Context: an optimization exercise on an open-source flow, tuned for small area, a short achievable clock period and few clock cycles per item. The choices shown serve that exercise and are no tape-out recipe. In this exercise RTL edits were held to simulation tests only and were not proved equivalent to the original. Power figures rest on the tool's default switching activity, not on a simulated workload.

// mini_gpu
module mini_gpu #(
    parameter PIXEL_WIDTH           = 8,
    parameter ADDR_WIDTH            = 18,
    parameter FILTER_WIDTH          = 2,
    parameter ARRAY_WIDTH           = 4,
    parameter ZP_IMAGE_WIDTH        = 34,
    parameter ZP_IMAGE_HEIGHT       = 34
)(
    input                      i_clk,
    input                      i_nrst,
    input   [PIXEL_WIDTH-1:0]  i_mem_pixel,
    output  [ADDR_WIDTH-1 :0]  o_mem_addr,
    input                      i_start_pulse,
    input   [FILTER_WIDTH-1:0] i_filter_type,
    output                     o_finish_pulse,
    output                     o_filtered_wstb,
    output  [ADDR_WIDTH-1 :0]  o_filtered_addr,
    output  [PIXEL_WIDTH-1:0]  o_filtered_pixel
);
For scale: ~680 cells after synthesis, ~180 flip-flops, about 59 I/O pins.
export LEC_CHECK = 0
export CAP_MARGIN = 20
export CORE_MARGIN = 2
export CORE_UTILIZATION = 60
export SLEW_MARGIN = 20
create_clock -name core_clock -period 20.0 [get_ports {i_clk}]
standard.sh (not shown) runs the stock make flow with config.mk's settings and CLKGATE_MAP_FILE= SYNTH_SCRIPT=/design/flow/synth_recipe.tcl, a recipe that flattens the netlist after the stock synthesis.
==> flow/flow/run.sh <==
#!/bin/bash
# Standard layout, with plain buffers on the ports, a lighter clock tree, and
# stronger cells on the output paths (flow/pre_dpl.tcl, before detailed
# placement).
set -euo pipefail
bash standard.sh \
  "BUFFER_PORTS_ARGS=-buffer_cell sky130_fd_sc_hd__buf_1" \
  "CTS_ARGS=-sink_clustering_enable -repair_clock_nets -dont_use_dummy_load -buf_list sky130_fd_sc_hd__clkbuf_8 -root_buf sky130_fd_sc_hd__clkbuf_16 -sink_clustering_size 16 -sink_clustering_max_diameter 150" \
  "PRE_DETAIL_PLACE_TCL=$PWD/flow/pre_dpl.tcl" \
  SKIP_REPAIR_TIE_FANOUT=1 \
  finish > standard.log 2>&1
==> flow/flow/pre_dpl.tcl <==
# Before detailed placement: give the output ports stronger port buffers and
# stronger flip-flops to drive them (same cells, higher drive strength).
set up {
  sky130_fd_sc_hd__buf_1   sky130_fd_sc_hd__buf_2
  sky130_fd_sc_hd__dfxtp_1 sky130_fd_sc_hd__dfxtp_2
  sky130_fd_sc_hd__dfrtp_1 sky130_fd_sc_hd__dfrtp_2
}
# flip-flops that also drive logic of their own
set up4 {
  sky130_fd_sc_hd__dfxtp_1 sky130_fd_sc_hd__dfxtp_4
  sky130_fd_sc_hd__dfrtp_1 sky130_fd_sc_hd__dfrtp_4
}
proc driver_of {net} {
  foreach pin [get_pins -quiet -of_objects $net] {
    if {[get_property $pin direction] == "output"} { return [get_cells -of_objects $pin] }
  }
  return ""
}
set n 0
foreach port [get_ports *] {
  if {[get_property $port direction] != "output"} continue
  set buf [driver_of [get_nets [get_full_name $port]]]
  if {$buf == ""} continue
  set ref [get_property $buf ref_name]
  if {![dict exists $up $ref]} continue
  replace_cell [get_full_name $buf] [dict get $up $ref]
  incr n
  set ff [driver_of [get_nets -of_objects [get_pins [get_full_name $buf]/A]]]
  if {$ff == ""} continue
  set fref [get_property $ff ref_name]
  set loads [llength [get_pins -quiet -of_objects [get_nets -of_objects [get_pins [get_full_name $buf]/A]]]]
  if {$loads > 3 && [dict exists $up4 $fref]} {
    replace_cell [get_full_name $ff] [dict get $up4 $fref]
    incr n
  } elseif {[dict exists $up $fref]} {
    replace_cell [get_full_name $ff] [dict get $up $fref]
    incr n
  }
}
puts "pre_dpl: resized $n cells"
Testbench counts at the start, summed over its fixed seeds: cycles 35,658, frames 24.
Rerun with:
Settings changed: CORE_UTILIZATION 60 to 50.
After rerunning:
- The changed run completed with no timing, DRC or antenna violations
- routed wire length rose by 2.6%
- first-iteration DRC count goes up by 7.9%
- die area rose by 19%
- register-to-register slack barely changes
- critical path depth does not change
- cell area came out higher by 0.59%
- global-route usage came out lower by 2.8 points
- synthesized cell count stays the same
- via count increases by 1.7%
- combinational power is about the same
- hold slack improved by 0.0030 ns

========
Another version of the RTL of mini_gpu (not shown whole).
For scale: about 680 cells after synthesis, ~180 flip-flops, about 7400 sq um of cells after synthesis.
// mini_gpu
module mini_gpu #(
    parameter PIXEL_WIDTH           = 8,
    parameter ADDR_WIDTH            = 18,
    parameter FILTER_WIDTH          = 2,
    parameter ARRAY_WIDTH           = 4,
    parameter ZP_IMAGE_WIDTH        = 34,
    parameter ZP_IMAGE_HEIGHT       = 34
)(
    input                      i_clk,
    input                      i_nrst,
    input   [PIXEL_WIDTH-1:0]  i_mem_pixel,
    output  [ADDR_WIDTH-1 :0]  o_mem_addr,
    input                      i_start_pulse,
    input   [FILTER_WIDTH-1:0] i_filter_type,
    output                     o_finish_pulse,
    output                     o_filtered_wstb,
    output  [ADDR_WIDTH-1 :0]  o_filtered_addr,
    output  [PIXEL_WIDTH-1:0]  o_filtered_pixel
);
Settings: LEC_CHECK=0, CAP_MARGIN=20, CORE_MARGIN=2, CORE_UTILIZATION=50, SLEW_MARGIN=20; clock period 20.0 ns.
==> flow/flow/pre_dpl.tcl <==
# Before detailed placement: give the output ports stronger port buffers and
# stronger flip-flops to drive them (same cells, higher drive strength).
set up {
  sky130_fd_sc_hd__buf_1   sky130_fd_sc_hd__buf_4
  sky130_fd_sc_hd__dfxtp_1 sky130_fd_sc_hd__dfxtp_2
  sky130_fd_sc_hd__dfrtp_1 sky130_fd_sc_hd__dfrtp_2
}
# flip-flops that also drive logic of their own
set up4 {
  sky130_fd_sc_hd__dfxtp_1 sky130_fd_sc_hd__dfxtp_4
  sky130_fd_sc_hd__dfrtp_1 sky130_fd_sc_hd__dfrtp_4
}
proc driver_of {net} {
  foreach pin [get_pins -quiet -of_objects $net] {
    if {[get_property $pin direction] == "output"} { return [get_cells -of_objects $pin] }
  }
  return ""
}
set n 0
foreach port [get_ports *] {
  if {[get_property $port direction] != "output"} continue
  set buf [driver_of [get_nets [get_full_name $port]]]
  if {$buf == ""} continue
  set ref [get_property $buf ref_name]
  if {![dict exists $up $ref]} continue
  replace_cell [get_full_name $buf] [dict get $up $ref]
  incr n
  set ff [driver_of [get_nets -of_objects [get_pins [get_full_name $buf]/A]]]
  if {$ff == ""} continue
  set fref [get_property $ff ref_name]
  set loads [llength [get_pins -quiet -of_objects [get_nets -of_objects [get_pins [get_full_name $buf]/A]]]]
  if {$loads > 3 && [dict exists $up4 $fref]} {
    replace_cell [get_full_name $ff] [dict get $up4 $fref]
    incr n
  } elseif {[dict exists $up $fref]} {
    replace_cell [get_full_name $ff] [dict get $up $fref]
    incr n
  }
}
puts "pre_dpl: resized $n cells"
Scripts as last shown in full above: flow/flow/run.sh
The first run went through all stages and came out clean.
Testbench counts at the start, summed over its fixed seeds: cycles 35,616, frames 24.
Edit:
--- a/flow/flow/pre_dpl.tcl
+++ b/flow/flow/pre_dpl.tcl
@@ -4 +4 @@
-  sky130_fd_sc_hd__buf_1   sky130_fd_sc_hd__buf_4
+  sky130_fd_sc_hd__buf_1   sky130_fd_sc_hd__buf_2
=> The new run passed the timing, DRC and antenna checks; cell count stays the same; synthesized area stays the same; wire length decreases by 0.61%; via count barely changes; utilization decreases by 0.54 points; sequential cell count is unchanged; maximum frequency increases by about 0.4%.

## what the ideal ports hide
In the flow no input, the clock included, has a driving cell. The finished layouts below were timed again as built, in two steps.
Step 1 assumes that a clkbuf_16 drives the clock port and a buf_2 every other input.
Step 2, shift: input delay + t, output delay - t, t = (earliest + latest rising clock arrival at the registers) / 2. This alone moves slack from input paths to output paths.
a / b / c = ideal ports / drivers / drivers and shift; a / b = the first two.
run	t (ns)	slack for setup (ns)	hold slack, ns
the first run of note 1	0.415	15.089 / 15.050 / 15.080	0.311 / 0.311 / 0.311
the second run of note 1	0.401	15.106 / 15.065 / 15.097	0.314 / 0.314 / 0.314
the first run of note 2	0.405	15.058 / 15.018 / 15.134	0.317 / 0.317 / 0.317
the second run of note 2	0.400	15.077 / 15.038 / 15.191	0.316 / 0.316 / 0.316
After both steps setup and hold are still met in every run listed.
